Source: an optimization exercise on an open RTL-to-GDS flow (aim: small area). Production flows keep margins and buffers that such runs may drop.
In this exercise RTL edits were held to simulation tests only and were not proved equivalent to the original.
Power and IR drop assume default switching activity.

==> try-sierra: inputs <==
==> flow/design.v (excerpt) <==
module  Greedy_snake(
        input                   clk                     ,
        input                   rst_n                   ,
        input                   IRDA_RXD                ,
        output  wire            VGA_SYNC_N              ,
        output  wire            VGA_BLANK_N             ,
        output  wire            VGA_HS                  ,
        output  wire            VGA_VS                  ,
        output  wire  [ 7: 0]   VGA_R                   ,
        output  wire  [ 7: 0]   VGA_G                   ,
        output  wire  [ 7: 0]   VGA_B                   ,
        output  wire  [ 6: 0]   HEX0                    ,
        output  wire  [ 6: 0]   HEX1
);
reg     [ 9: 0]     hc;
reg     [ 9: 0]     vc;
wire                end_h = (hc == 10'd800);
wire                end_v = (vc == 10'd537);
always @(posedge clk or negedge rst_n) begin
    if (!rst_n)
        hc <= 10'd1;
    else if (end_h)
        hc <= 10'd1;
    else
        hc <= hc + 1'b1;
end
always @(posedge clk or negedge rst_n) begin
    if (!rst_n)
        vc <= 10'd13;
    else if (end_h) begin
        if (end_v)
            vc <= 10'd13;
        else
            vc <= vc + 1'b1;
    end
end
localparam  IR_IDLE = 2'd0, IR_C9 = 2'd1, IR_C45 = 2'd2, IR_DATA = 2'd3;
reg     [ 3: 0]     ir_din_r;
reg     [ 1: 0]     ir_st;
reg     [18: 0]     cnt_clk;
reg     [ 4: 0]     cnt_data;
reg     [ 7: 0]     ir_data;
  ...
export LEC_CHECK = 0
export ABC_AREA = 1
export CAP_MARGIN = 10
export CORE_MARGIN = 2
export CORE_UTILIZATION = 50
export GPL_TIMING_DRIVEN = 0
export SLEW_MARGIN = 10
export SYNTH_MEMORY_MAX_BITS = 16384
create_clock -name core_clock -period 40.0 [get_ports {clk}]
standard.sh (not shown) runs the stock make flow with config.mk's settings and CLKGATE_MAP_FILE= SYNTH_SCRIPT=/design/flow/synth_recipe.tcl, a recipe that flattens the netlist after the stock synthesis.
==> flow/flow/run.sh <==
#!/bin/bash
# Own layout flow: the standard flow (standard.sh), with
#  - clock tree synthesis without dummy loads, with larger sink clusters;
#  - the smallest buffer on the ports.
# Each ORFS step writes its full log under orfs/logs/; make's own output goes
# to make_synth.log and make_finish.log here.
set -euo pipefail
W=$PWD
rm -rf "$W/scripts_mod"
cp -r "$FLOW_HOME/scripts" "$W/scripts_mod"
cp "$W/flow/abc_area.script" "$W/scripts_mod/abc_area.script"
export SCRIPTS_DIR="$W/scripts_mod"
export CTS_ARGS="-sink_clustering_enable -repair_clock_nets -dont_use_dummy_load -sink_clustering_size 12 -sink_clustering_max_diameter 50 -buf_list {sky130_fd_sc_hd__clkbuf_4 sky130_fd_sc_hd__clkbuf_8}"
export BUFFER_PORTS_ARGS="-inputs -outputs -buffer_cell sky130_fd_sc_hd__buf_1"
bash standard.sh synth > "$W/make_synth.log" 2>&1
bash standard.sh > "$W/make_finish.log" 2>&1
==> flow/flow/abc_area.script <==
strash
&get -n
&deepsyn -T 600
&dch -f
&nf -p -R 1000 -F 16 -A 8 -C 32
&put
topo
==> inputs of try-quartz, as changes to try-sierra <==
--- a/flow/design.v
+++ b/flow/design.v
@@ -1354,30 +1354,26 @@
         move_cnt <= 14'd0;
     else if (move_tick)
         move_cnt <= 14'd0;
     else
         move_cnt <= {move_cnt[12:0], ~(move_cnt[13] ^ move_cnt[12] ^ move_cnt[11] ^ move_cnt[1])};
 end
 localparam  D_RIGHT = 3'd0, D_LEFT = 3'd1, D_UP = 3'd2, D_DOWN = 3'd3, D_NONE = 3'd4;
-reg                 ir_vld_d;
-always @(posedge clk) begin
-    ir_vld_d <= ir_vld;
-end
 reg     [ 2: 0]     direct;
-always @(*) begin
-    if (ir_vld_d && ir_data == 8'h07)
-        direct = D_LEFT;
-    else if (ir_vld_d && ir_data == 8'h09)
-        direct = D_RIGHT;
-    else if (ir_vld_d && ir_data == 8'h05)
-        direct = D_UP;
-    else if (ir_vld_d && ir_data == 8'h08)
-        direct = D_DOWN;
+always @(posedge clk) begin
+    if (ir_vld && ir_data == 8'h07)
+        direct <= D_LEFT;
+    else if (ir_vld && ir_data == 8'h09)
+        direct <= D_RIGHT;
+    else if (ir_vld && ir_data == 8'h05)
+        direct <= D_UP;
+    else if (ir_vld && ir_data == 8'h08)
+        direct <= D_DOWN;
     else
-        direct = D_NONE;
+        direct <= D_NONE;
 end
 localparam  S_IDLE = 3'd0, S_LEFT = 3'd1, S_RIGHT = 3'd2, S_UP = 3'd3, S_DOWN = 3'd4;
 reg     [ 2: 0]     sdir;
 always @(posedge clk) begin
     if (!play)
         sdir <= S_IDLE;
     else case (sdir)
==> flow/flow/abc_area.script (replaced) <==
strash
&get -n
&deepsyn -T 300
&dch -f
&nf -p -R 1000 -F 16 -A 8 -C 32
&put
topo
==> flow/config.mk (replaced) <==
export PLATFORM = sky130hd
export DESIGN_NAME = Greedy_snake
export DESIGN_NICKNAME = Greedy_snake
export VERILOG_FILES = /design/flow/design.v
export SDC_FILE = /design/flow/constraint.sdc
export NUM_CORES = 4
export LEC_CHECK = 0
export ABC_AREA = 1
export CAP_MARGIN = 10
export CORE_MARGIN = 2
export CORE_UTILIZATION = 40
export GPL_TIMING_DRIVEN = 0
export SLEW_MARGIN = 10
export SYNTH_MEMORY_MAX_BITS = 16384
==> notes <==
try-quartz completed without violations. try-sierra completed without violations.
Against try-quartz, the maximum frequency of try-sierra is higher by about 1.4%.
Of try-sierra and try-quartz, try-quartz has the higher clock power (gap about 3%, measured against try-quartz).
Of try-sierra and try-quartz, try-quartz has the higher cell area (gap about 2%, measured against try-quartz).
Against try-quartz, the total power of try-sierra is smaller by about 0.8%.
In try-sierra the sequential cell count is lower than in try-quartz, by 2.
Against try-quartz, the utilization of try-sierra is higher by 11 points.
==> figures <==
| item | try-sierra | try-quartz |
|---|---|---|
| Final HPWL DP | 44100 um | 50400 um |
| GRT Overall Usage | 36.1% | 32.2% |
| R2r worst-path depth | 18 | 23 |
| Share of the synthesized area in the top cell type | 17.1% | 16.8% |
| Adder-Cell Fraction of Synth Area | 6.74% | 6.58% |
| Die outline height | 183 um | 205 um |
| Count of non-CTS buffers in the layout | 87 | 83 |
| Transition at the pin with the smallest max-transition slack | 1.39 ns | 1.34 ns |
| Largest net degree at the start of global routing | 43 | 38 |
| Horizontal die dimension | 183 um | 205 um |
| Vias in the first global route | 16200 | 16100 |
| Result of the run | finished clean | finished clean |
| TAP cells | 402 | 525 |
| Final estimated routing congestion in global placement | 1.15 | 1.05 |

---

==> inputs of try-harbor <==
Greedy_snake, a different RTL version from the one above (not shown whole).
==> flow/config.mk <==
export PLATFORM = sky130hd
export DESIGN_NAME = Greedy_snake
export DESIGN_NICKNAME = Greedy_snake
export VERILOG_FILES = /design/flow/design.v
export SDC_FILE = /design/flow/constraint.sdc
export NUM_CORES = 4
export LEC_CHECK = 0
export ABC_AREA = 1
export CAP_MARGIN = 10
export CORE_MARGIN = 2
export CORE_UTILIZATION = 50
export GPL_TIMING_DRIVEN = 0
export SLEW_MARGIN = 10
export SYNTH_MEMORY_MAX_BITS = 16384
==> flow/constraint.sdc <==
create_clock -name core_clock -period 40.0 [get_ports {clk}]
set_input_delay 8.0000 -clock core_clock [delete_from_list [all_inputs] [get_ports {clk}]]
set_output_delay 8.0000 -clock core_clock [all_outputs]
set_load 0.01 [all_outputs]
==> flow/flow/abc_area.script <==
strash
&get -n
&deepsyn -T 1500
&dch -f
&nf -p -R 1000 -F 16 -A 8 -C 32
&put
topo
Scripts as last shown in full above: flow/flow/run.sh
==> try-xenon (differences from try-harbor) <==
==> flow/flow/abc_area.script (replaced) <==
strash
&get -n
&deepsyn -T 900
&dch -f
&nf -p -R 1000 -F 16 -A 8 -C 32
&put
topo
==> run notes <==
try-harbor completed without violations. try-xenon finished clean. Non-clock buffer count is the same in try-harbor and try-xenon. In final area, try-harbor and try-xenon do not differ. In register-to-register slack, try-harbor and try-xenon hardly differ. Setup slack is the same in try-xenon and try-harbor. In global-route usage, try-harbor and try-xenon do not differ. In total power, try-harbor and try-xenon do not differ. In die area, try-xenon and try-harbor do not differ. Worst hold slack is the same in try-harbor and try-xenon. Sequential cell count is the same in try-harbor and try-xenon. In fmax, try-xenon and try-harbor do not differ. In sequential share of layout area, try-xenon and try-harbor do not differ.

---

==> build 14: inputs <==
Greedy_snake, a different RTL version from the one above (not shown whole).
clock: 40.0 ns
lec_check: 0
abc_area: 1
cap_margin: 20
core_margin: 2
core_utilization: 40
gpl_timing_driven: 0
slew_margin: 20
synth_memory_max_bits: 16384
==> flow/flow/run.sh <==
#!/bin/bash
# Own layout flow: the standard flow (standard.sh), with
#  - clock tree synthesis without dummy loads, with larger sink clusters;
#  - the smallest buffer on the ports.
# Each ORFS step writes its full log under orfs/logs/; make's own output goes
# to make_synth.log and make_finish.log here.
set -euo pipefail
W=$PWD
rm -rf "$W/scripts_mod"
cp -r "$FLOW_HOME/scripts" "$W/scripts_mod"
cp "$W/flow/abc_area.script" "$W/scripts_mod/abc_area.script"
export SCRIPTS_DIR="$W/scripts_mod"
export CTS_ARGS="-sink_clustering_enable -repair_clock_nets -dont_use_dummy_load -sink_clustering_size 16 -sink_clustering_max_diameter 60 -buf_list {sky130_fd_sc_hd__clkbuf_8 sky130_fd_sc_hd__clkbuf_16}"
export BUFFER_PORTS_ARGS="-inputs -outputs -buffer_cell sky130_fd_sc_hd__buf_1"
bash standard.sh synth > "$W/make_synth.log" 2>&1
bash standard.sh > "$W/make_finish.log" 2>&1
==> flow/flow/abc_area.script <==
strash
&get -n
&deepsyn -T 120
&put
dch -f
map -a
topo
==> build 42 (differences from build 14) <==
--- a/flow/flow/run.sh
+++ b/flow/flow/run.sh
@@ -10,7 +10,7 @@
 cp -r "$FLOW_HOME/scripts" "$W/scripts_mod"
 cp "$W/flow/abc_area.script" "$W/scripts_mod/abc_area.script"
 export SCRIPTS_DIR="$W/scripts_mod"
-export CTS_ARGS="-sink_clustering_enable -repair_clock_nets -dont_use_dummy_load -sink_clustering_size 16 -sink_clustering_max_diameter 60 -buf_list {sky130_fd_sc_hd__clkbuf_8 sky130_fd_sc_hd__clkbuf_16}"
+export CTS_ARGS="-sink_clustering_enable -repair_clock_nets -dont_use_dummy_load -sink_clustering_size 12 -sink_clustering_max_diameter 50 -buf_list {sky130_fd_sc_hd__clkbuf_4 sky130_fd_sc_hd__clkbuf_8}"
 export BUFFER_PORTS_ARGS="-inputs -outputs -buffer_cell sky130_fd_sc_hd__buf_1"
 bash standard.sh synth > "$W/make_synth.log" 2>&1
 bash standard.sh > "$W/make_finish.log" 2>&1
==> notes <==
Routed wire length is about the same in build 14 and build 42. In synthesized area, build 42 and build 14 do not differ. Via count is about the same in build 14 and build 42. Between build 14 and build 42, the lower utilization is in build 42 (gap 0.44 points).

## port drivers added, routing unchanged
How much do the figures lean on ideal ports? The routed layouts below were timed once more, with nothing changed but the port constraints.
Step 1: set_driving_cell puts a clkbuf_16 on clk and a buf_2 on each other input, an assumption about the parent block.
Step 2, shift: input delay + t, output delay - t, t = (earliest + latest rising clock arrival at the registers) / 2. This alone moves slack from input paths to output paths.
Three values: ideal ports, drivers, drivers and shift; two values: the first two.
run	t, ns	slack for setup (ns)	hold slack, ns	latest minus earliest clock arrival (ns)	pins driven straight from the clock port
try-sierra	0.519	30.163 / 30.110 / 30.629	0.350 / 0.350 / 0.350	0.036 / 0.036	1
try-quartz	0.579	30.028 / 29.979 / 30.557	0.353 / 0.353 / 0.353	0.030 / 0.029	1
try-harbor	0.545	27.379 / 27.379 / 27.379	0.365 / 0.365 / 0.365	0.043 / 0.043	1
try-xenon	0.545	27.379 / 27.379 / 27.379	0.365 / 0.365 / 0.365	0.043 / 0.043	1
build 14	0.527	30.039 / 29.984 / 30.511	0.351 / 0.351 / 0.351	0.028 / 0.028	1
build 42	0.596	29.965 / 29.905 / 30.501	0.357 / 0.357 / 0.357	0.039 / 0.038	1
After both steps every run listed still meets setup and hold.
